Context: an optimization exercise on an open-source flow, tuned for small area, a short achievable clock period and few clock cycles per item. The choices shown serve that exercise and are no tape-out recipe.
At most, simulation tests tie the RTL to the original design; equivalence was not proved.
The clock port is modelled as an ideal driver, which makes a skipped or thinned clock tree look cheaper than it is; a real chip needs a root buffer or a tree.

==> flow/design.v <==
module sqrt #(parameter width=64)
(
input                           clk,
input                           rst_n,
input                           start,
input   [width - 1'b1 : 0]      sqrt_data,
output  [width/2 - 1'b1 : 0]    sqrt_o,
output                          done
);
reg                 busy;        
reg                 done_r;      
reg                 first;       
reg  [63:0]         x;           
reg  [3:0]          idx;         
reg  [3:0]          grp;         
reg  [31:0]         rem;         
reg  [31:0]         root;        
wire idle   = ~busy;
wire accept = start & idle;
assign done   = done_r;
assign sqrt_o = root;
wire [15:0] nz;
genvar gi;
generate
    for (gi = 0; gi < 16; gi = gi + 1) begin : g_nz
        assign nz[gi] = |x[gi*4 +: 4];
    end
endgenerate
wire [7:0] lv1;
wire [7:0] lp1;
generate
    for (gi = 0; gi < 8; gi = gi + 1) begin : g_l1
        assign lv1[gi] = nz[2*gi+1] | nz[2*gi];
        assign lp1[gi] = nz[2*gi+1];
    end
endgenerate
wire [3:0] lv2;
wire [1:0] lp2 [0:3];
generate
    for (gi = 0; gi < 4; gi = gi + 1) begin : g_l2
        assign lv2[gi] = lv1[2*gi+1] | lv1[2*gi];
        assign lp2[gi] = lv1[2*gi+1] ? {1'b1, lp1[2*gi+1]} : {1'b0, lp1[2*gi]};
    end
endgenerate
wire [1:0] lv3;
wire [2:0] lp3 [0:1];
generate
    for (gi = 0; gi < 2; gi = gi + 1) begin : g_l3
        assign lv3[gi] = lv2[2*gi+1] | lv2[2*gi];
        assign lp3[gi] = lv2[2*gi+1] ? {1'b1, lp2[2*gi+1]} : {1'b0, lp2[2*gi]};
    end
endgenerate
wire [3:0] lead = lv3[1] ? {1'b1, lp3[1]} : {1'b0, lp3[0]};
wire [3:0] cur  = first ? lead : idx;
wire [3:0] nidx = cur - 1'b1;
wire       last = (cur == 4'd0);
wire [2:0] esel = cur[3:1];
wire [2:0] osel = cur[0] ? cur[3:1] : cur[3:1] - 1'b1;
wire [31:0] xe, xo;
generate
    for (gi = 0; gi < 8; gi = gi + 1) begin : g_bank
        assign xe[gi*4 +: 4] = x[(2*gi)*4 +: 4];
        assign xo[gi*4 +: 4] = x[(2*gi+1)*4 +: 4];
    end
endgenerate
wire [3:0] ge = xe[esel*4 +: 4];
wire [3:0] go = xo[osel*4 +: 4];
wire [3:0] gcur = cur[0] ? go : ge;
wire [3:0] gnxt = cur[0] ? ge : go;
wire [3:0] g0 = gcur;
wire [1:0] s0 = (g0 >= 4'd9) ? 2'd3 : (g0 >= 4'd4) ? 2'd2 : (g0 != 4'd0) ? 2'd1 : 2'd0;
wire [3:0] rr0 = g0 - s0 * s0;
wire [3:0] r0  = s0[0] ? rr0 : rr0 - {s0, 1'b1};
wire [29:0] q0   = root[29:0];
wire        neg0 = rem[31];
wire [32:0] r1   = {rem[30:0], grp[3:2]} + {~neg0, q0 ^ {30{~neg0}}, 2'b11};
wire        neg1 = r1[32];
wire [30:0] q1   = {q0, ~neg1};
wire [33:0] r2   = {r1[31:0], grp[1:0]} + {~neg1, q1 ^ {31{~neg1}}, 2'b11};
wire        neg2 = r2[33];
wire idle_nx = accept ? 1'b0 : (idle | last);
always @(posedge clk or negedge rst_n) begin
    if (!rst_n) begin
        busy   <= 1'b0;
        done_r <= 1'b1;
    end else begin
        busy   <= ~idle_nx;
        done_r <= idle_nx;
    end
end
always @(posedge clk) begin
    first <= idle;
    if (idle)
        x <= sqrt_data;
    idx <= nidx;
    grp <= gnxt;
    rem <= first ? {{28{r0[3]}}, r0} : r2[31:0];
    if (busy)
        root <= first ? {30'd0, s0} : {q1, ~neg2};
end
endmodule
export LEC_CHECK = 0
export CAP_MARGIN = 20
export CORE_MARGIN = 2
export CORE_UTILIZATION = 40
export SLEW_MARGIN = 20
create_clock -name core_clock -period 30.0 [get_ports {clk}]
standard.sh (not shown) runs the stock make flow with config.mk's settings and CLKGATE_MAP_FILE= SYNTH_SCRIPT=/design/flow/synth_recipe.tcl, a recipe that flattens the netlist after the stock synthesis.
==> flow/flow/run.sh <==
#!/bin/bash
# The standard layout, with each port buffered by a small buf_1 cell instead
# of the cell buffer_ports picks by default (clkdlybuf4s50_1).
set -euo pipefail
export BUFFER_PORTS_ARGS="-buffer_cell sky130_fd_sc_hd__buf_1"
bash standard.sh > standard.log 2>&1
Next try:
--- a/flow/design.v
+++ b/flow/design.v
@@ -10,13 +10,13 @@
 reg                 busy;        
 reg                 done_r;      
 reg                 first;       
 reg  [63:0]         x;           
 reg  [3:0]          idx;         
 reg  [3:0]          grp;         
-reg  [31:0]         rem;         
+reg  [30:0]         rem;         
 reg  [31:0]         root;        
 wire idle   = ~busy;
 wire accept = start & idle;
 assign done   = done_r;
 assign sqrt_o = root;
 wire [15:0] nz;
@@ -66,21 +66,23 @@
 wire [3:0] ge = xe[esel*4 +: 4];
 wire [3:0] go = xo[osel*4 +: 4];
 wire [3:0] gcur = cur[0] ? go : ge;
 wire [3:0] gnxt = cur[0] ? ge : go;
 wire [3:0] g0 = gcur;
 wire [1:0] s0 = (g0 >= 4'd9) ? 2'd3 : (g0 >= 4'd4) ? 2'd2 : (g0 != 4'd0) ? 2'd1 : 2'd0;
-wire [3:0] rr0 = g0 - s0 * s0;
-wire [3:0] r0  = s0[0] ? rr0 : rr0 - {s0, 1'b1};
-wire [29:0] q0   = root[29:0];
-wire        neg0 = rem[31];
-wire [32:0] r1   = {rem[30:0], grp[3:2]} + {~neg0, q0 ^ {30{~neg0}}, 2'b11};
-wire        neg1 = r1[32];
-wire [30:0] q1   = {q0, ~neg1};
-wire [33:0] r2   = {r1[31:0], grp[1:0]} + {~neg1, q1 ^ {31{~neg1}}, 2'b11};
-wire        neg2 = r2[33];
+wire [2:0] r0 = g0 - s0 * s0;
+wire [29:0] q0 = root[29:0];
+wire [32:0] rp1 = {rem, grp[3:2]};
+wire [33:0] d1  = {1'b0, rp1} - {2'b00, q0, 2'b01};
+wire        b1  = d1[33];
+wire [31:0] rem1 = b1 ? rp1[31:0] : d1[31:0];
+wire [30:0] q1   = {q0, ~b1};
+wire [33:0] rp2 = {rem1, grp[1:0]};
+wire [34:0] d2  = {1'b0, rp2} - {2'b00, q1, 2'b01};
+wire        b2  = d2[34];
+wire [30:0] rem2 = b2 ? rp2[30:0] : d2[30:0];
 wire idle_nx = accept ? 1'b0 : (idle | last);
 always @(posedge clk or negedge rst_n) begin
     if (!rst_n) begin
         busy   <= 1'b0;
         done_r <= 1'b1;
     end else begin
@@ -91,11 +93,11 @@
 always @(posedge clk) begin
     first <= idle;
     if (idle)
         x <= sqrt_data;
     idx <= nidx;
     grp <= gnxt;
-    rem <= first ? {{28{r0[3]}}, r0} : r2[31:0];
+    rem <= first ? {28'd0, r0} : rem2;
     if (busy)
-        root <= first ? {30'd0, s0} : {q1, ~neg2};
+        root <= first ? {30'd0, s0} : {q1, ~b2};
 end
 endmodule
Effect: Via count grows by about a fifth. Clock skew grows by 0.011 ns. Final cell count grows by roughly a tenth. First-iteration DRC count grows by about a fifth. Synthesized area grows by a few percent.
Function was not checked in any run of this note: the RTL went through the layout flow alone.

---

sqrt, a different RTL version from the one above (not shown whole).
Size: about 940 cells after synthesis, roughly 140 flip-flops, ~9000 um^2 of cells after synthesis.
==> module sqrt, before the edit <==
module sqrt #(parameter width=64)
(
input                           clk,
input                           rst_n,
input                           start,
input   [width - 1'b1 : 0]      sqrt_data,
output  [width/2 - 1'b1 : 0]    sqrt_o,
output                          done
);
reg                 idle;        
reg                 busy_o;      
reg                 first;       
reg  [63:0]         x;           
reg  [3:0]          idx;         
reg  [3:0]          grp;         
reg  [31:0]         rem;         
reg  [31:0]         root;        
wire busy   = ~idle;
wire accept = start & idle;
assign done   = ~busy_o;
assign sqrt_o = root;
wire [15:0] nz;
genvar gi;
generate
    for (gi = 0; gi < 16; gi = gi + 1) begin : g_nz
        assign nz[gi] = |x[gi*4 +: 4];
    end
endgenerate
wire [7:0] lv1;
wire [7:0] lp1;
generate
    for (gi = 0; gi < 8; gi = gi + 1) begin : g_l1
        assign lv1[gi] = nz[2*gi+1] | nz[2*gi];
        assign lp1[gi] = nz[2*gi+1];
    end
endgenerate
wire [3:0] lv2;
wire [1:0] lp2 [0:3];
generate
    for (gi = 0; gi < 4; gi = gi + 1) begin : g_l2
        assign lv2[gi] = lv1[2*gi+1] | lv1[2*gi];
        assign lp2[gi] = lv1[2*gi+1] ? {1'b1, lp1[2*gi+1]} : {1'b0, lp1[2*gi]};
    end
endgenerate
wire [1:0] lv3;
wire [2:0] lp3 [0:1];
generate
    for (gi = 0; gi < 2; gi = gi + 1) begin : g_l3
        assign lv3[gi] = lv2[2*gi+1] | lv2[2*gi];
        assign lp3[gi] = lv2[2*gi+1] ? {1'b1, lp2[2*gi+1]} : {1'b0, lp2[2*gi]};
    end
endgenerate
wire [3:0] lead = lv3[1] ? {1'b1, lp3[1]} : {1'b0, lp3[0]};
wire [3:0] cur  = first ? lead : idx;
wire [3:0] nidx = cur - 1'b1;
wire       last = (cur == 4'd0);
wire [2:0] esel = cur[3:1];
wire [2:0] osel = cur[0] ? cur[3:1] : cur[3:1] - 1'b1;
wire [31:0] xe, xo;
generate
    for (gi = 0; gi < 8; gi = gi + 1) begin : g_bank
        assign xe[gi*4 +: 4] = x[(2*gi)*4 +: 4];
        assign xo[gi*4 +: 4] = x[(2*gi+1)*4 +: 4];
    end
endgenerate
wire [3:0] ge = xe[esel*4 +: 4];
wire [3:0] go = xo[osel*4 +: 4];
wire [3:0] gcur = cur[0] ? go : ge;
wire [3:0] gnxt = cur[0] ? ge : go;
wire [3:0] g0 = gcur;
wire [1:0] s0 = (g0 >= 4'd9) ? 2'd3 : (g0 >= 4'd4) ? 2'd2 : (g0 != 4'd0) ? 2'd1 : 2'd0;
wire [3:0] rr0 = g0 - s0 * s0;
wire [3:0] r0  = s0[0] ? rr0 : rr0 - {s0, 1'b1};
wire [29:0] q0   = root[29:0];
wire        neg0 = rem[31];
wire [32:0] r1;
bk_add #(.W(33)) u_add1 (.a({rem[30:0], grp[3:2]}), .b({~neg0, q0 ^ {30{~neg0}}, 2'b11}), .s(r1));
wire        neg1 = r1[32];
wire [30:0] q1   = {q0, ~neg1};
wire [33:0] r2;
bk_add #(.W(34)) u_add2 (.a({r1[31:0], grp[1:0]}), .b({~neg1, q1 ^ {31{~neg1}}, 2'b11}), .s(r2));
wire        neg2 = r2[33];
wire idle_nx = accept ? 1'b0 : (idle | last);
always @(posedge clk or negedge rst_n) begin
    if (!rst_n) begin
        idle   <= 1'b1;
        busy_o <= 1'b0;
    end else begin
        idle   <= idle_nx;
        busy_o <= ~idle_nx;
    end
end
always @(posedge clk) begin
    first <= idle;
    if (idle)
        x <= sqrt_data;
    idx <= nidx;
    grp <= gnxt;
    rem <= first ? {{28{r0[3]}}, r0} : r2[31:0];
    if (busy)
        root <= first ? {30'd0, s0} : {q1, ~neg2};
end
endmodule
==> module bk_add, before the edit <==
module bk_add #(parameter W=33)
(
input   [W-1:0] a,
input   [W-1:0] b,
output  [W-1:0] s
);
wire [W-1:0] g = a & b;
wire [W-1:0] p = a ^ b;
reg  [W-1:0] G, P;
integer i, k;
always @* begin
    G = g;
    P = p;
    for (k = 1; k < W; k = k*2)
        for (i = 2*k-1; i < W; i = i + 2*k) begin
            G[i] = G[i] | (P[i] & G[i-k]);
            P[i] = P[i] & P[i-k];
        end
    for (k = 32; k >= 1; k = k/2)
        if (2*k < W)
            for (i = 3*k-1; i < W; i = i + 2*k) begin
                G[i] = G[i] | (P[i] & G[i-k]);
                P[i] = P[i] & P[i-k];
            end
end
assign s = p ^ {G[W-2:0], 1'b0};
endmodule
==> flow/config.mk <==
export PLATFORM = sky130hd
export DESIGN_NAME = sqrt
export DESIGN_NICKNAME = sqrt
export VERILOG_FILES = /design/flow/design.v
export SDC_FILE = /design/flow/constraint.sdc
export NUM_CORES = 4
export LEC_CHECK = 0
export ABC_AREA = 1
export CAP_MARGIN = 20
export CORE_MARGIN = 2
export CORE_UTILIZATION = 40
export SLEW_MARGIN = 20
==> flow/constraint.sdc <==
create_clock -name core_clock -period 30.0 [get_ports {clk}]
set_input_delay 6.0000 -clock core_clock [delete_from_list [all_inputs] [get_ports {clk}]]
set_output_delay 6.0000 -clock core_clock [all_outputs]
set_load 0.01 [all_outputs]
Scripts as last shown in full above: flow/flow/run.sh
Testbench counts at the start, summed over its fixed seeds: cycles 44,815, ops 4,800.
==> next run, changes <==
--- a/flow/design.v
+++ b/flow/design.v
@@ -70,18 +70,16 @@
 wire [3:0] g0 = gcur;
 wire [1:0] s0 = (g0 >= 4'd9) ? 2'd3 : (g0 >= 4'd4) ? 2'd2 : (g0 != 4'd0) ? 2'd1 : 2'd0;
 wire [3:0] rr0 = g0 - s0 * s0;
 wire [3:0] r0  = s0[0] ? rr0 : rr0 - {s0, 1'b1};
 wire [29:0] q0   = root[29:0];
 wire        neg0 = rem[31];
-wire [32:0] r1;
-bk_add #(.W(33)) u_add1 (.a({rem[30:0], grp[3:2]}), .b({~neg0, q0 ^ {30{~neg0}}, 2'b11}), .s(r1));
+wire [32:0] r1   = {rem[30:0], grp[3:2]} + {~neg0, q0 ^ {30{~neg0}}, 2'b11};
 wire        neg1 = r1[32];
 wire [30:0] q1   = {q0, ~neg1};
-wire [33:0] r2;
-bk_add #(.W(34)) u_add2 (.a({r1[31:0], grp[1:0]}), .b({~neg1, q1 ^ {31{~neg1}}, 2'b11}), .s(r2));
+wire [33:0] r2   = {r1[31:0], grp[1:0]} + {~neg1, q1 ^ {31{~neg1}}, 2'b11};
 wire        neg2 = r2[33];
 wire idle_nx = accept ? 1'b0 : (idle | last);
 always @(posedge clk or negedge rst_n) begin
     if (!rst_n) begin
         idle   <= 1'b1;
         busy_o <= 1'b0;
@@ -98,33 +96,6 @@
     grp <= gnxt;
     rem <= first ? {{28{r0[3]}}, r0} : r2[31:0];
     if (busy)
         root <= first ? {30'd0, s0} : {q1, ~neg2};
 end
 endmodule
-module bk_add #(parameter W=33)
-(
-input   [W-1:0] a,
-input   [W-1:0] b,
-output  [W-1:0] s
-);
-wire [W-1:0] g = a & b;
-wire [W-1:0] p = a ^ b;
-reg  [W-1:0] G, P;
-integer i, k;
-always @* begin
-    G = g;
-    P = p;
-    for (k = 1; k < W; k = k*2)
-        for (i = 2*k-1; i < W; i = i + 2*k) begin
-            G[i] = G[i] | (P[i] & G[i-k]);
-            P[i] = P[i] & P[i-k];
-        end
-    for (k = 32; k >= 1; k = k/2)
-        if (2*k < W)
-            for (i = 3*k-1; i < W; i = i + 2*k) begin
-                G[i] = G[i] | (P[i] & G[i-k]);
-                P[i] = P[i] & P[i-k];
-            end
-end
-assign s = p ^ {G[W-2:0], 1'b0};
-endmodule
Result:
- final cell count goes up by 19%
- worst hold slack is better by 0.12 ns
- core utilization goes down by 0.36 points
- global-route usage goes up by 2.4 points
- synthesized cell count goes up by about 22%
- area after synthesis goes up by about 5.4%
- count of clock-buffer cells in the layout does not change
The RTL of the second run of this note was laid out without a check of its function.

---

Setup of 03-21:
sqrt, a different RTL version from the one above (not shown whole).
Size in the first run: roughly 1000 cells after synthesis, roughly 140 flip-flops, ~100 I/O pins.
==> flow/config.mk <==
export PLATFORM = sky130hd
export DESIGN_NAME = sqrt
export DESIGN_NICKNAME = sqrt
export VERILOG_FILES = /design/flow/design.v
export SDC_FILE = /design/flow/constraint.sdc
export NUM_CORES = 4
export LEC_CHECK = 0
export ABC_AREA = 1
export CAP_MARGIN = 20
export CORE_MARGIN = 2
export CORE_UTILIZATION = 40
export SLEW_MARGIN = 20
==> flow/constraint.sdc <==
create_clock -name core_clock -period 30.0 [get_ports {clk}]
set_input_delay 6.0000 -clock core_clock [delete_from_list [all_inputs] [get_ports {clk}]]
set_output_delay 6.0000 -clock core_clock [all_outputs]
set_load 0.01 [all_outputs]
==> flow/flow/run.sh <==
#!/bin/bash
# The standard layout, except for two steps:
#  - each port is buffered by a small buf_1 cell instead of the cell that
#    buffer_ports picks by default (clkdlybuf4s50_1);
#  - the clock tree is built by flow/my_cts.tcl instead of TritonCTS: the
#    clock port drives 4 clkbuf_8 cells, each at the centre of a quarter of
#    the flip-flops, and each of them drives 2 clkbuf_16 leaf buffers at the
#    centres of smaller clusters.
# Each step's output goes to a log file of its own in this folder.
set -euo pipefail
export BUFFER_PORTS_ARGS="-buffer_cell sky130_fd_sc_hd__buf_1"
RES=orfs/results/${FLOW_PLATFORM}/sqrt/base
bash standard.sh place > standard_place.log 2>&1
RES=$RES CTS_NSUB=2 CTS_L1=sky130_fd_sc_hd__clkbuf_8 CTS_BUF=sky130_fd_sc_hd__clkbuf_16 \
  LIB=$(ls ${FLOW_HOME}/platforms/${FLOW_PLATFORM}/lib/sky130_fd_sc_hd__tt_025C_1v80.lib) \
  PLATFORM_DIR=${FLOW_HOME}/platforms/${FLOW_PLATFORM} \
  openroad -no_init -exit flow/my_cts.tcl > my_cts.log 2>&1
cp $RES/4_1_cts.odb $RES/4_cts.odb
touch $RES/4_cts.sdc
bash standard.sh > standard_finish.log 2>&1
Other scripts of this flow, unchanged in this note and not shown: flow/flow/my_cts.tcl
Testbench counts of 03-21, summed over its fixed seeds: cycles 40,378, ops 4,800.
Changes in 08-18 relative to 03-21:
--- a/flow/design.v
+++ b/flow/design.v
@@ -11,15 +11,14 @@
 reg                 busy_o;      
 reg                 first;       
 reg  [63:0]         x;           
 reg  [3:0]          n;           
 reg  [3:0]          grp;         
 reg  [31:0]         rem;         
 reg                 neg_b;       
-reg                 neg_c;
 reg  [31:0]         root;        
 wire busy   = ~idle;
 wire accept = start & idle;
 assign done   = ~busy_o;
 assign sqrt_o = root;
 wire [15:0] nz;
 genvar gi;
@@ -333,15 +332,15 @@
         8'd255: {s8, r0} = {4'd15, 6'd30};
         default: {s8, r0} = 10'd0;
     endcase
 end
 wire [29:0] q0   = root[29:0];
 wire        neg0 = rem[31];
 wire [32:0] r1;
-wire [29:0] qx0  = q0 ^ {{10{~neg_c}}, {10{~neg_b}}, {10{~neg0}}};
+wire [29:0] qx0  = q0 ^ {{15{~neg_b}}, {15{~neg0}}};
 bk_add #(.W(33)) u_add1 (.a({rem[30:0], grp[3:2]}), .b({~neg0, qx0, 2'b11}), .s(r1));
 wire        neg1 = r1[32];
 wire [30:0] q1   = {q0, ~neg1};
 wire [33:0] r2;
 wire        t1   = neg0 ^ neg1;
 bk_add #(.W(34)) u_add2 (.a({r1[31:0], grp[1:0]}), .b({~neg1, qx0 ^ {30{t1}}, 3'b011}), .s(r2));
 wire        neg2 = r2[33];
@@ -359,15 +358,14 @@
     first <= idle;
     if (idle)
         x <= sqrt_data;
     n   <= c - 1'b1;
     grp <= gpre;
     rem <= first ? {{26{r0[5]}}, r0} : r2[31:0];
     neg_b <= first ? r0[5] : r2[33];
-    neg_c <= first ? r0[5] : r2[32];
     if (busy)
         root <= first ? {28'd0, s8} : {q1, ~neg2};
 end
 endmodule
 module bk_add #(parameter W=33)
 (
 input   [W-1:0] a,
==> summary.txt <==
Compared 08-18 vs 03-21, and placed wire-length estimate is down in 08-18. When 08-18 is measured against 03-21, its adder-cell area share of the yosys netlist turns out 0.39 points lower. Every stage of the flow completed for 08-18, and the final layout passed the timing, design-rule and antenna checks. Via count (higher): 08-18. Going from 03-21 to 08-18, compound-cell area share of the yosys netlist shows an increase of 0.18 points; final worst slack moved up; per-instance average area after synthesis roughly the same; count of input and output buffers was more or less identical.
For 08-18, only the layout was checked, not whether the RTL still works. No run of this note takes its clock network from TritonCTS; it comes from the design's own scripts or RTL.

==> re-timing with driven ports <==
The flow's constraints put no driver on any port. The routed layouts listed below were extracted and timed again, unchanged, in two steps. Step 1 sets driving cells, clkbuf_16 on the clock port and buf_2 on the other inputs (assumed; they add their load-dependent delay and slew). Step 2 moves the port delays by t, midway between the first and last clock arrival at a register: inputs arrive t later, outputs are due t later. That takes back most of the time a late clock gives input paths. Slacks: no drivers / after step 1 / after step 2; pairs: no drivers / after step 1.
run	t, ns	setup slack, ns	hold WS [ns]	worst slew at a driven data input, ns
the first run of note 1	0.472	22.861 / 22.844 / 22.861	0.487 / 0.487 / 0.487	0.04
the second run of note 1	0.478	22.896 / 22.853 / 23.227	0.592 / 0.592 / 0.592	0.03
the first run of note 2	0.467	22.940 / 22.896 / 23.362	0.498 / 0.498 / 0.498	0.04
the second run of note 2	0.477	22.917 / 22.873 / 23.350	0.617 / 0.617 / 0.617	0.04
03-21	0.372	23.007 / 22.925 / 23.113	0.439 / 0.439 / 0.439	0.03
08-18	0.382	23.013 / 22.924 / 23.144	0.424 / 0.424 / 0.424	0.03
After both steps every run listed still meets setup and hold.
